This design comes from an exercise in tuning for small area, a short achievable clock period and few clock cycles on the open sky130 flow, not from production work. The RTL was checked by simulation tests, not by an equivalence proof against the original design.

## core_ahb
module core_ahb #(
    parameter DATA_WIDTH = 32
)(
    input                       clk_i,
    input                       reset_i,
    input   [DATA_WIDTH-1:0]    hrdata_i,
    output  [DATA_WIDTH-1:0]    hwdata_o,
    input                       hready_i,
    input                       hresp_i,
    output  [DATA_WIDTH-1:0]    haddr_o,
    output                      hwrite_o,
    output                      htrans_o
);
Size in the first run: ~8600 cells after synthesis.
Settings: LEC_CHECK=0, CAP_MARGIN=30, CORE_MARGIN=2, CORE_UTILIZATION=50, SLEW_MARGIN=30; clock period 17.0 ns.
standard.sh (not shown) runs the stock make flow with config.mk's settings and CLKGATE_MAP_FILE= SYNTH_SCRIPT=/design/flow/synth_recipe.tcl, a recipe that flattens the netlist after the stock synthesis.
==> flow/flow/run.sh <==
#!/bin/bash
# Own layout flow: the standard flow (standard.sh), run step by step.
#  - synthesis: the standard script, but adders are left to ABC as plain gates
#    (ADDER_MAP_FILE empty) instead of being mapped onto full/half-adder cells
#  - ports are buffered with buf_4 cells (the default picks a slow delay buffer)
#  - clock tree: clkbuf_16 buffers, clusters of up to 22 sinks within 70 um, no dummy loads
#  - no setup repair at floorplan and placement, where clocks are still ideal
#  - setup repair at CTS and global route aims at MARGIN ns of slack, so the
#    tools keep shortening the critical paths well below the 17 ns period
#  - after global route, max slew / capacitance are repaired once more
#    (flow/post_grt.tcl)
# Each step's output goes to a log file of its own here; ORFS's own logs are
# under orfs/logs.
set -e
MARGIN=12
export BUFFER_PORTS_ARGS="-buffer_cell sky130_fd_sc_hd__buf_4"
export CTS_ARGS="-sink_clustering_enable -repair_clock_nets -dont_use_dummy_load -buf_list {sky130_fd_sc_hd__clkbuf_16} -root_buf sky130_fd_sc_hd__clkbuf_16 -sink_clustering_size 22 -sink_clustering_max_diameter 70"
export POST_GLOBAL_ROUTE_TCL="$PWD/flow/post_grt.tcl"
ADDER_MAP_FILE= SETUP_SLACK_MARGIN=0 bash standard.sh synth > run_synth.log 2>&1
SETUP_SLACK_MARGIN=0 bash standard.sh floorplan > run_floorplan.log 2>&1
SETUP_SLACK_MARGIN=0 bash standard.sh place > run_place.log 2>&1
SETUP_SLACK_MARGIN=$MARGIN bash standard.sh cts > run_cts.log 2>&1
SETUP_SLACK_MARGIN=$MARGIN bash standard.sh grt > run_grt.log 2>&1
SETUP_SLACK_MARGIN=$MARGIN bash standard.sh finish > run_finish.log 2>&1
==> flow/flow/post_grt.tcl <==
# Runs at the end of global route (POST_GLOBAL_ROUTE_TCL): timing repair may
# have cloned or moved gates after the electrical repair ran, so fix max
# slew / capacitance once more, then update the routing guides.
global_route -start_incremental
repair_design_helper
detailed_placement
global_route -end_incremental
estimate_parasitics -global_routing
report_check_types -max_slew -max_capacitance -max_count 5
write_guides $::env(RESULTS_DIR)/route.guide
Testbench counts at the start, summed over its fixed seeds: cycles 124,293.
Edit:
--- a/flow/design.v
+++ b/flow/design.v
@@ -96,23 +96,23 @@
 integer q;
 always @* begin
     rf1 = 32'h0;
     rf2 = 32'h0;
     for (q = 1; q < 32; q = q + 1) begin
         rf1 = rf1 | ({32{oh1[q]}} & rf[q]);
         rf2 = rf2 | ({32{oh2[q]}} & rf[q]);
     end
 end
 wire [31:0] r1 = rf1 | ({32{bq1}} & w_d);
 wire [31:0] r2 = rf2 | ({32{bq2}} & w_d);
-wire [31:0] opb = (is_reg | is_br) ? r2 : (is_st ? imm_s : imm_i);
+wire [31:0] opb = (is_reg | is_br) ? r2 : imm_i;
 wire [2:0]  fn  = is_op ? f3 : 3'b000;
 wire        sub = is_reg & ir[30] & (f3 == 3'b000);
 wire [31:0] sum;
 wire        cout;
 ks_add #(.W(32), .L(5)) u_add (.a(r1), .b(opb ^ {32{sub}}), .ci(sub), .s(sum), .co(cout));
 wire [31:0] x   = r1 ^ opb;
 wire        eq  = ~|x;
 wire        lt30;
 cmp_lt #(.W(31)) u_cmp (.a(r1[30:0]), .b(opb[30:0]), .lt(lt30));
 wire        ltu = (~r1[31] & opb[31]) | (~x[31] & lt30);
 wire        lt  = (r1[31] & ~opb[31]) | (~x[31] & lt30);
@@ -160,23 +160,26 @@
     endcase
 end
 wire uses1   = ~is_u & ~is_jal;
 wire uses2   = is_reg | is_br | is_st;
 wire writes  = ~is_br & ~is_st;
 wire ld_hz   = ld_pend & (((ld_rd != 5'd0) & ((uses1 & rs1 == ld_rd) | (uses2 & rs2 == ld_rd) | (writes & rd == ld_rd))) |
                           is_ld | (writes & rsp_load & w_v));
 wire e_go    = iv & ~clr & ~ld_hz & (~is_mem | ~dq_v);   
 wire e_mem   = e_go & is_mem;
 wire e_direct = e_mem & b_idle;                          
 wire redirect = e_go & (is_jal | is_jalr | (is_br & taken));
-wire [29:0] redirect_pc = is_jalr ? sum[31:2] : tgt;
+wire [31:0] agu;
+wire        agu_co;
+ks_add #(.W(32), .L(5)) u_agu (.a(r1), .b(is_st ? imm_s : imm_i), .ci(1'b0), .s(agu), .co(agu_co));
+wire [29:0] redirect_pc = is_jalr ? agu[31:2] : tgt;
 wire        e_wb    = e_go & writes & ~is_ld & (rd != 5'd0);
 wire [31:0] e_res   = ({32{s_sum}}   & sum) |
                       ({32{s_sh}}    & sh_out) |
                       ({32{s_xor}}   & x) |
                       ({32{s_or}}    & (r1 | opb)) |
                       ({32{s_and}}   & (r1 & opb)) |
                       {31'h0, (s_slt & lt) | (s_sltu & ltu)} |
                       ({32{s_link}}  & {fpc, 2'b00}) |
                       ({32{s_lui}}   & imm_u) |
                       ({32{s_auipc}} & {tgt, 2'b00});
 wire        ld_wr   = rsp_load & (ld_rd != 5'd0);
@@ -246,24 +249,24 @@
 wire issue_i  = bus_free & ~dq_v & ~e_direct & (ireq_d | ireq_p);
 wire iway    = ~cv0[lidx] ? 1'b0 : (~cv1[lidx] ? 1'b1 : lfsr[0]);
 wire waitf_n = issue_i ? (~ireq_p | deliver_b) : (~f_end & fl_v & (~fl_off | deliver));
 wire [29:0] lseq_n = waitf_n ? (deliver ? fpc2 : fpc1) : (deliver ? fpc1 : fa);
 wire fetch_busy = ((b_addr | b_data) & k_fetch) | rsp_fetch;
 wire ralloc = ~fl_v & ~rhit & ~ctrl_block & ~fetch_busy;
 wire rvict  = ~rgv0 ? 1'b0 : (~rgv1 ? 1'b1 : ~cur_rid);
 wire        s_e  = e_direct;
 wire        s_q  = ~e_direct & dq_issue;
 wire        s_i  = ~e_direct & ~dq_issue & issue_i;
 wire        s_h  = ~(e_direct | dq_issue | issue_i);
-wire [29:0] ha_n  = ({30{s_e}} & sum[31:2]) | ({30{s_q}} & dq_a) | ({30{s_i}} & la) | ({30{s_h}} & ha);
-wire [1:0]  hb_n  = ({2{s_e}} & sum[1:0]) | ({2{s_q}} & dq_b) | ({2{s_h}} & hb);
+wire [29:0] ha_n  = ({30{s_e}} & agu[31:2]) | ({30{s_q}} & dq_a) | ({30{s_i}} & la) | ({30{s_h}} & ha);
+wire [1:0]  hb_n  = ({2{s_e}} & agu[1:0]) | ({2{s_q}} & dq_b) | ({2{s_h}} & hb);
 wire [31:0] hwd_n = ({32{s_e}} & st_data) | ({32{s_q}} & dq_d) | ({32{s_i | s_h}} & hwd);
 always @(posedge clk_i or negedge reset_i) begin
     if (!reset_i) begin
         b_addr    <= 1'b0;
         b_data    <= 1'b0;
         k_fetch   <= 1'b0;
         k_load    <= 1'b0;
         hw        <= 1'b0;
         rsp_fetch <= 1'b0;
         rsp_load  <= 1'b0;
         dq_v      <= 1'b0;
@@ -330,24 +333,24 @@
     end
 end
 always @(posedge clk_i) begin
     rsp_d   <= hrdata_i;
     rsp_a   <= ha[IW+TW-1:0];
     rsp_way <= fw;
     rsp_rid <= frid;
     ha  <= ha_n;
     hb  <= hb_n;
     hwd <= hwd_n;
     if (e_mem & ~e_direct) begin
-        dq_a <= sum[31:2];
-        dq_b <= sum[1:0];
+        dq_a <= agu[31:2];
+        dq_b <= agu[1:0];
         dq_w <= is_st;
         dq_d <= st_data;
     end
     if (e_mem & is_ld) begin
         ld_rd <= rd;
         ld_f3 <= f3;
     end
     if (issue_i) begin
         fw   <= iway;
         frid <= lrid;
     end
What happened:
- clock skew rose by 17 ps
- final cell count rose by roughly a tenth
- setup slack improves by 53 ps
- final area rose slightly
- synthesized cell count rose by about a fifth
Testbench counts after the change, summed over its fixed seeds: cycles 124,293.

-- port drivers added, routing unchanged --
No port has a modelled driver above. Below, the same layouts with a new extraction and two added sets of constraints. Step 1 assumes that a clkbuf_16 drives the clock port and a buf_2 every other input. Step 2 times the ports against the registers' clock, not the clock port: input delays grow and output delays shrink by t, the midpoint of the rising clock arrivals with the driver on. Three values: no drivers, after step 1, after step 2; two values: the first two.
| run | t, ns | setup WS [ns] | worst data-port slew with drivers (ns) |
|---|---|---|---|
| the first run | 0.913 | 11.838 / 11.838 / 11.096 | 0.30 |
| the second run | 0.917 | 11.891 / 11.891 / 11.263 | 0.18 |
After both steps setup and hold are still met in every run listed. The setup slack of the first run, which loses most, moves by 0.000 ns with the drivers and by -0.742 ns with both steps.
